This design comes from an exercise in tuning for small area and a short achievable clock period on the open sky130 flow, not from production work.
At most, simulation tests tie the RTL to the original design; equivalence was not proved.
Power figures rest on the tool's default switching activity, not on a simulated workload.

== build 51 ==
==> flow/design.v (excerpt) <==
module execute(
    input clk,
    input [1:0] ctlwb_in, ctlm_in,
    input [31:0] npc, rdata1, rdata2, s_extend,
    input [4:0] instr_2016, instr_1511,
    input [1:0] alu_op,
    input [5:0] funct,
    input alusrc, regdst,
    output reg [1:0] ctlwb_out, ctlm_out,
    output reg [31:0] adder_out, alu_result_out, rdata2_out,
    output reg [4:0] muxout_out
);
    wire rtype   = (alu_op == 2'b10);
    wire f_add   = rtype & (funct == 6'b100000);
    wire f_sub   = rtype & (funct == 6'b100010);
    wire op_and  = rtype & (funct == 6'b100100);
    wire op_or   = rtype & (funct == 6'b100101);
    wire op_slt  = rtype & (funct == 6'b101010);
    wire op_arith = (alu_op == 2'b00) | (alu_op == 2'b01) | f_add | f_sub;
    wire sub     = (alu_op == 2'b01) | f_sub | op_slt;
    wire [31:0] a = rdata1;
    wire [31:0] b = alusrc ? s_extend : rdata2;
    wire [31:0] bx = alusrc ? (s_extend ^ {32{sub}}) : (rdata2 ^ {32{sub}});
    wire [31:0] g0 = a & bx;
    wire [31:0] t0 = a | bx;
    wire [31:0] h  = t0 & ~g0;           
    reg  [31:0] g, t;
    integer i, j;
    always @(*) begin
        g = g0;
        t = t0;
        g[0] = g0[0] | (t0[0] & sub);
        for (i = 0; i < 5; i = i + 1)
            for (j = 0; j < 32; j = j + 1)
                if (j[i]) begin
                    g[j] = g[j] | (t[j] & g[((j >> i) << i) - 1]);
                    t[j] = t[j] & t[((j >> i) << i) - 1];
                end
    end
    wire [31:0] c = {g[30:0], sub};
    wire lt = ~g[31];
    wire [31:0] logic_r = ({32{op_and}} & (a & b)) | ({32{op_or}} & (a | b));
    wire [31:0] r0 = ({32{op_arith}} & h) | logic_r;
    wire [31:0] r1 = ({32{op_arith}} & ~h) | logic_r;
    wire [31:0] alu_result = ((c & r1) | (~c & r0)) | {31'b0, op_slt & lt};
    always @(posedge clk) begin
        ctlwb_out      <= ctlwb_in;
        ctlm_out       <= ctlm_in;
        adder_out      <= npc + s_extend;
        alu_result_out <= alu_result;
        rdata2_out     <= rdata2;
        muxout_out     <= regdst ? instr_1511 : instr_2016;
    end
endmodule
For scale: roughly 110 flip-flops.
==> flow/config.mk <==
export PLATFORM = sky130hd
export DESIGN_NAME = execute
export DESIGN_NICKNAME = execute
export VERILOG_FILES = /design/flow/design.v
export SDC_FILE = /design/flow/constraint.sdc
export NUM_CORES = 4
export LEC_CHECK = 0
export CAP_MARGIN = 20
export CORE_MARGIN = 2
export CORE_UTILIZATION = 40
export GPL_TIMING_DRIVEN = 0
export SLEW_MARGIN = 20
==> flow/constraint.sdc <==
create_clock -name core_clock -period 3.6 [get_ports {clk}]
set_input_delay 0.7200 -clock core_clock [delete_from_list [all_inputs] [get_ports {clk}]]
set_output_delay 0.7200 -clock core_clock [all_outputs]
set_load 0.01 [all_outputs]
standard.sh (not shown) runs the stock make flow with config.mk's settings and CLKGATE_MAP_FILE= SYNTH_SCRIPT=/design/flow/synth_recipe.tcl, a recipe that flattens the netlist after the stock synthesis.
==> flow/flow/run.sh <==
#!/bin/bash
# The standard layout (standard.sh) with: synthesis through flow/synth.tcl
# (ABC mapping script flow/abc.script, no full/half-adder cell extraction),
# and plain buf_1 cells as the port buffers.
set -euo pipefail
cd "$(dirname "$0")/.."
export MY_ABC_SCRIPT=$PWD/flow/abc.script
bash standard.sh SYNTH_SCRIPT=$PWD/flow/synth.tcl ADDER_MAP_FILE= BUFFER_PORTS_ARGS="-buffer_cell sky130_fd_sc_hd__buf_1"  finish > standard.log 2>&1
==> flow/flow/abc.script <==
strash
dch -f
map -D 1200
topo
buffer -c
upsize -c
dnsize -c
==> flow/flow/synth.tcl <==
# The standard synthesis (synth_recipe.tcl), with ABC's mapping script
# replaced by flow/abc.script (delay-driven mapping).
proc synth {args} { yosys synth -nofsm -noshare {*}$args }
proc abc {args} {
  set i [lsearch $args -script]
  if {$i >= 0} { lset args [expr {$i+1}] $::env(MY_ABC_SCRIPT) }
  yosys abc {*}$args
}
source $::env(SCRIPTS_DIR)/synth.tcl
# left out here: clear keep_hierarchy, flatten, clean up, hide names made inside functions, write 1_2_yosys.v
Per the final summary, build 51 finished and its layout is clean on timing, DRC and antenna.
Edits applied to the flow inputs when going from build 51 to build 52:
==> flow/flow/run.sh <==
#!/bin/bash
set -euo pipefail
cd "$(dirname "$0")/.."
bash standard.sh BUFFER_PORTS_ARGS="-buffer_cell sky130_fd_sc_hd__buf_1" ADDER_MAP_FILE= finish > standard.log 2>&1
--- a/flow/config.mk
+++ b/flow/config.mk
@@ -10,3 +10,4 @@
 export CORE_UTILIZATION = 40
 export GPL_TIMING_DRIVEN = 0
+export SETUP_SLACK_MARGIN = 1.2
 export SLEW_MARGIN = 20
removed: flow/flow/abc.script
removed: flow/flow/synth.tcl
### Flow results
To summarise build 52: no stage aborted, but the layout did not pass its checks, failing on setup timing. Taking build 51 as the reference, in build 52 core utilization saw an increase; clock network contribution to total cell area saw little to no change. The maximum clock frequency of build 52 is lower than that of build 51. The tap cell instance count in build 52 sits 17% below the value recorded for build 51. Sort build 51 and build 52 by post-route worst hold slack, ascending, and build 51 comes first.
[inputs] build 69 vs build 52
==> flow/flow/run.sh <==
#!/bin/bash
# The standard layout (standard.sh) with: synthesis through flow/synth.tcl
# (ABC mapping script flow/abc.script, no full/half-adder cell extraction),
# and plain buf_1 cells as the port buffers.
set -euo pipefail
cd "$(dirname "$0")/.."
export MY_ABC_SCRIPT=$PWD/flow/abc.script
bash standard.sh SYNTH_SCRIPT=$PWD/flow/synth.tcl ADDER_MAP_FILE= BUFFER_PORTS_ARGS="-buffer_cell sky130_fd_sc_hd__buf_1"  finish > standard.log 2>&1
==> flow/flow/abc.script (new file) <==
strash
dch -f
map -D 1600
topo
buffer -c
upsize -c
dnsize -c
==> flow/flow/synth.tcl (new file) <==
# The standard synthesis (synth_recipe.tcl), with ABC's mapping script
# replaced by flow/abc.script (delay-driven mapping).
proc synth {args} { yosys synth -nofsm -noshare {*}$args }
proc abc {args} {
  set i [lsearch $args -script]
  if {$i >= 0} { lset args [expr {$i+1}] $::env(MY_ABC_SCRIPT) }
  yosys abc {*}$args
}
source $::env(SCRIPTS_DIR)/synth.tcl
# left out here: clear keep_hierarchy, flatten, clean up, hide names made inside functions, write 1_2_yosys.v
--- a/flow/config.mk
+++ b/flow/config.mk
@@ -10,4 +10,4 @@
 export CORE_UTILIZATION = 40
 export GPL_TIMING_DRIVEN = 0
-export SETUP_SLACK_MARGIN = 1.2
+export SETUP_SLACK_MARGIN = 0.9
 export SLEW_MARGIN = 20
Row post-placement worst setup slack: build 69 higher / build 52 lower. Build 69 vs build 52 — total area of multi-input combinational cells dropped by more than 10%. Diff build 52 -> build 69 | worst setup slack | increase of 0.87 ns. Going from build 52 to build 69, utilization went down 7.5 points, buffer and inverter count on the worst path increased 3, distinct cell type count after synthesis dropped 28. Build 69: full flow OK, the timing, DRC and antenna checks passed. Build 69 ended up with simple AND/OR/NAND/NOR gates as its largest family of logic cells by synthesized area; build 52 ended up with compound AO/OA/AOI/OAI gates. Build 69 against build 52: antenna diode count climbed 2; critical path depth went up 2; number of cells in the design after placement increased by 327 relative to the old numbers.
Here is what was changed in the inputs of build 76 compared with build 69.
--- a/flow/config.mk
+++ b/flow/config.mk
@@ -12,2 +12,3 @@
 export SETUP_SLACK_MARGIN = 0.9
 export SLEW_MARGIN = 20
+export TNS_END_PERCENT = 0
[summary]
Compared to build 69, build 76 has proportion of power drawn by the clock network 2.5 points higher. Compared with build 69, build 76 shows fmax lower by about 0.5%. Looking at wire length, build 76 sits about 2.3% below build 69. From build 69 to build 76 the numbers moved as follows: layout inverter count without the clock tree neither gained nor lost much, quantity of hold-fixing buffers added after cts neither gained nor lost much, placed wire-length estimate neither gained nor lost much, total of plain and repair buffers excluding clock buffers lost about 8%.
Edits applied to the flow inputs when going from build 76 to build 37:
==> flow/flow/abc.script <==
strash
dch -f
map -D 1200
topo
buffer -c
upsize -c
dnsize -c
--- a/flow/config.mk
+++ b/flow/config.mk
@@ -10,5 +10,4 @@
 export CORE_UTILIZATION = 40
 export GPL_TIMING_DRIVEN = 0
-export SETUP_SLACK_MARGIN = 0.9
+export SETUP_SLACK_MARGIN = 1.2
 export SLEW_MARGIN = 20
-export TNS_END_PERCENT = 0
Notes after the runs:
Higher well-tap cell count was reported by build 37, not build 76. Build 37 has worst slack at placement above what build 76 had. Delta (build 37 minus build 76): worst setup slack rose 0.35 ns, length of routed met2 wiring has increased, detailed-route via count moved up, sum of routed wire length over all layers has increased, xor and xnor fraction of the mapped netlist area decreased 5.7 points. Build 37 against build 76: register share of the cell area down 3.2 points, die width grew by 8.1 um, post-cts resize count shows an increase of 250%, critical path depth decreased 2.
What build 12 does differently from build 37 at the input level:
==> flow/flow/abc.script <==
strash
dch -f
map -D 1600
topo
buffer -c
upsize -c
dnsize -c
--- a/flow/config.mk
+++ b/flow/config.mk
@@ -10,4 +10,3 @@
 export CORE_UTILIZATION = 40
 export GPL_TIMING_DRIVEN = 0
-export SETUP_SLACK_MARGIN = 1.2
 export SLEW_MARGIN = 20
==> comparison <==
- Build 12 finished every step from synthesis to the final layout, and the layout passed the timing, DRC and antenna checks.
- Build 12 ended up with a lower per-cell via count in the routed design than build 37 did.
- The synthesized cell count in build 12 is 0.853 times that in build 37.
- Summary of build 12 over build 37: count of placed standard cells including taps down about 13%, layout net count down 249, maximum number of pins on one net before global-route repair down 2, wire length down about 25%.
- The number of instances resized during post-cts repair in build 12 sits 114 below the value recorded for build 37.
- Build 12 ended up with a lower post-layout total power than build 37 did.
- Relative to build 37, global-route usage has decreased by 4.1 points in build 12.
- Count of non-filler cells in the finished layout in build 12 is about 15% below build 37.
No run of this note included a check of the RTL's function; only the layout flow was run.

========
execute, a different RTL version from the one above (not shown whole).
Size in the first run: about 870 cells after synthesis, about 110 flip-flops.
// execute
module execute(
    input clk,
    input [1:0] ctlwb_in, ctlm_in,
    input [31:0] npc, rdata1, rdata2, s_extend,
    input [4:0] instr_2016, instr_1511,
    input [1:0] alu_op,
    input [5:0] funct,
    input alusrc, regdst,
    output reg [1:0] ctlwb_out, ctlm_out,
    output reg [31:0] adder_out, alu_result_out, rdata2_out,
    output reg [4:0] muxout_out
);
    wire rtype    = (alu_op == 2'b10);
    wire f_add    = rtype & (funct == 6'b100000);
    wire f_sub    = rtype & (funct == 6'b100010);
    wire op_and   = rtype & (funct == 6'b100100);
    wire op_or    = rtype & (funct == 6'b100101);
    wire op_slt   = rtype & (funct == 6'b101010);
    wire op_arith = (alu_op == 2'b00) | (alu_op == 2'b01) | f_add | f_sub;
    wire sub      = alu_op[0] | (alu_op[1] & funct[1]);
    wire [31:0] ax = rdata1 ^ {32{sub}};
    wire [31:0] b  = alusrc ? s_extend : rdata2;
    wire [31:0] ag = ax & b;
    wire [31:0] at = ax | b;
    wire [31:0] ah = ax ^ b;
    reg [31:0] g, t;
    integer i, j;
    always @(*) begin
        g = ag;
        t = at;
  ...
export LEC_CHECK = 0
export CAP_MARGIN = 20
export CORE_MARGIN = 2
export CORE_UTILIZATION = 40
export CTS_CLUSTER_DIAMETER = 100
export CTS_CLUSTER_SIZE = 30
export GPL_TIMING_DRIVEN = 0
export SETUP_SLACK_MARGIN = 1.2
export SLEW_MARGIN = 20
export TNS_END_PERCENT = 0
create_clock -name core_clock -period 3.6 [get_ports {clk}]
==> flow/flow/run.sh <==
#!/bin/bash
# The standard layout (standard.sh) with: synthesis through flow/synth.tcl
# (ABC mapping script flow/abc.script, no full/half-adder cell extraction),
# and plain buf_1 cells as the port buffers.
set -euo pipefail
cd "$(dirname "$0")/.."
export MY_ABC_SCRIPT=$PWD/flow/abc.script
bash standard.sh SYNTH_SCRIPT=$PWD/flow/synth.tcl ADDER_MAP_FILE= BUFFER_PORTS_ARGS="-buffer_cell sky130_fd_sc_hd__buf_1" MATCH_CELL_FOOTPRINT=0 finish > standard.log 2>&1
==> flow/flow/abc.script <==
strash
dch -f
map -D 1600
topo
buffer -c
upsize -c
dnsize -c
==> flow/flow/synth.tcl <==
# The standard synthesis (synth_recipe.tcl), with ABC's mapping script
# replaced by flow/abc.script (delay-driven mapping).
proc synth {args} { yosys synth -nofsm -noshare {*}$args }
proc abc {args} {
  set i [lsearch $args -script]
  if {$i >= 0} { lset args [expr {$i+1}] $::env(MY_ABC_SCRIPT) }
  yosys abc {*}$args
}
source $::env(SCRIPTS_DIR)/synth.tcl
# left out here: clear keep_hierarchy, flatten, clean up, hide names made inside functions, write 1_2_yosys.v
The first run finished with timing, DRC and antenna clean.
Edit:
--- a/flow/flow/run.sh
+++ b/flow/flow/run.sh
@@ -8 +8 @@
-bash standard.sh SYNTH_SCRIPT=$PWD/flow/synth.tcl ADDER_MAP_FILE= BUFFER_PORTS_ARGS="-buffer_cell sky130_fd_sc_hd__buf_1" MATCH_CELL_FOOTPRINT=0 finish > standard.log 2>&1
+bash standard.sh SYNTH_SCRIPT=$PWD/flow/synth.tcl ADDER_MAP_FILE= BUFFER_PORTS_ARGS="-buffer_cell sky130_fd_sc_hd__buf_1"  finish > standard.log 2>&1
Settings changed: CORE_UTILIZATION 40 to 60, CTS_CLUSTER_DIAMETER 100 to not set, CTS_CLUSTER_SIZE 30 to not set, PLACE_DENSITY set to 0.8.
Global-route usage grows by 11 points.
Cell count shrinks by a few percent.
First-iteration DRC count grows by a quarter to a third.
Clock power shrinks by roughly a tenth.
Worst hold slack is worse by 18 ps.
Non-clock buffer count grows by 14.
Via count grows by a few percent.
Edit:
--- a/flow/flow/run.sh
+++ b/flow/flow/run.sh
@@ -8 +8 @@
-bash standard.sh SYNTH_SCRIPT=$PWD/flow/synth.tcl ADDER_MAP_FILE= BUFFER_PORTS_ARGS="-buffer_cell sky130_fd_sc_hd__buf_1"  finish > standard.log 2>&1
+bash standard.sh SYNTH_SCRIPT=$PWD/flow/synth.tcl ADDER_MAP_FILE= BUFFER_PORTS_ARGS="-buffer_cell sky130_fd_sc_hd__buf_1" MATCH_CELL_FOOTPRINT=0 finish > standard.log 2>&1
Settings changed: CORE_UTILIZATION 60 to 40, CTS_BUF_LIST set to sky130_fd_sc_hd__clkbuf_8, CTS_CLUSTER_SIZE set to 12, PLACE_DENSITY 0.8 to not set.
=> The new run passed the timing, DRC and antenna checks; synthesized cell count stays the same; cell area climbs by about 1.8%; worst setup slack gains 100 ps; count of clock-buffer cells in the layout drops by 1; wire length drops by about 2%; core utilization drops by 27 points; power drops by about 4.6%; via count drops by 5.2%; non-clock buffer count drops by 2; final cell count climbs by about 6%.

afterwards: timing with drivers on the ports:
In the flow no input, the clock included, has a driving cell. The finished layouts below were timed again as built, in two steps. Step 1 sets driving cells, clkbuf_16 on the clock port and buf_2 on the other inputs (assumed; they add their load-dependent delay and slew). Step 2 moves the port delays by t, midway between the first and last clock arrival at a register: inputs arrive t later, outputs are due t later. That takes back most of the time a late clock gives input paths. Three values: ideal ports, drivers, drivers and shift; two values: the first two.
run | t, ns | setup WS [ns] | worst setup path after step 2 | slew at the worst register clock pin (ns) | worst slew at a driven data input, ns
build 51 | 0.411 | 0.515 / 0.540 / 0.129 | input to register | 0.08 / 0.08 | 0.08
build 52 | 0.402 | -0.155 / -0.150 / -0.551 | input to register | 0.08 / 0.08 | 0.07
build 69 | 0.401 | 0.712 / 0.704 / 0.303 | input to register | 0.08 / 0.08 | 0.07
build 76 | 0.401 | 0.698 / 0.719 / 0.318 | input to register | 0.07 / 0.07 | 0.07
build 37 | 0.408 | 1.047 / 1.042 / 0.634 | input to register | 0.09 / 0.09 | 0.07
build 12 | 0.404 | 0.312 / 0.335 / -0.069 | input to register | 0.08 / 0.08 | 0.07
the first run of note 2 | 0.393 | 0.955 / 0.964 / 0.571 | input to register | 0.08 / 0.08 | 0.07
the second run of note 2 | 0.411 | 0.879 / 0.886 / 0.475 | input to register | 0.10 / 0.10 | 0.10
the third run of note 2 | 0.422 | 0.982 / 0.975 / 0.552 | input to register | 0.12 / 0.12 | 0.07
Met with ideal ports but missed after step 2: setup timing in build 12. For the third run of note 2, which loses most, drivers alone change the setup slack by -0.007 ns; drivers and shift together by -0.430 ns.
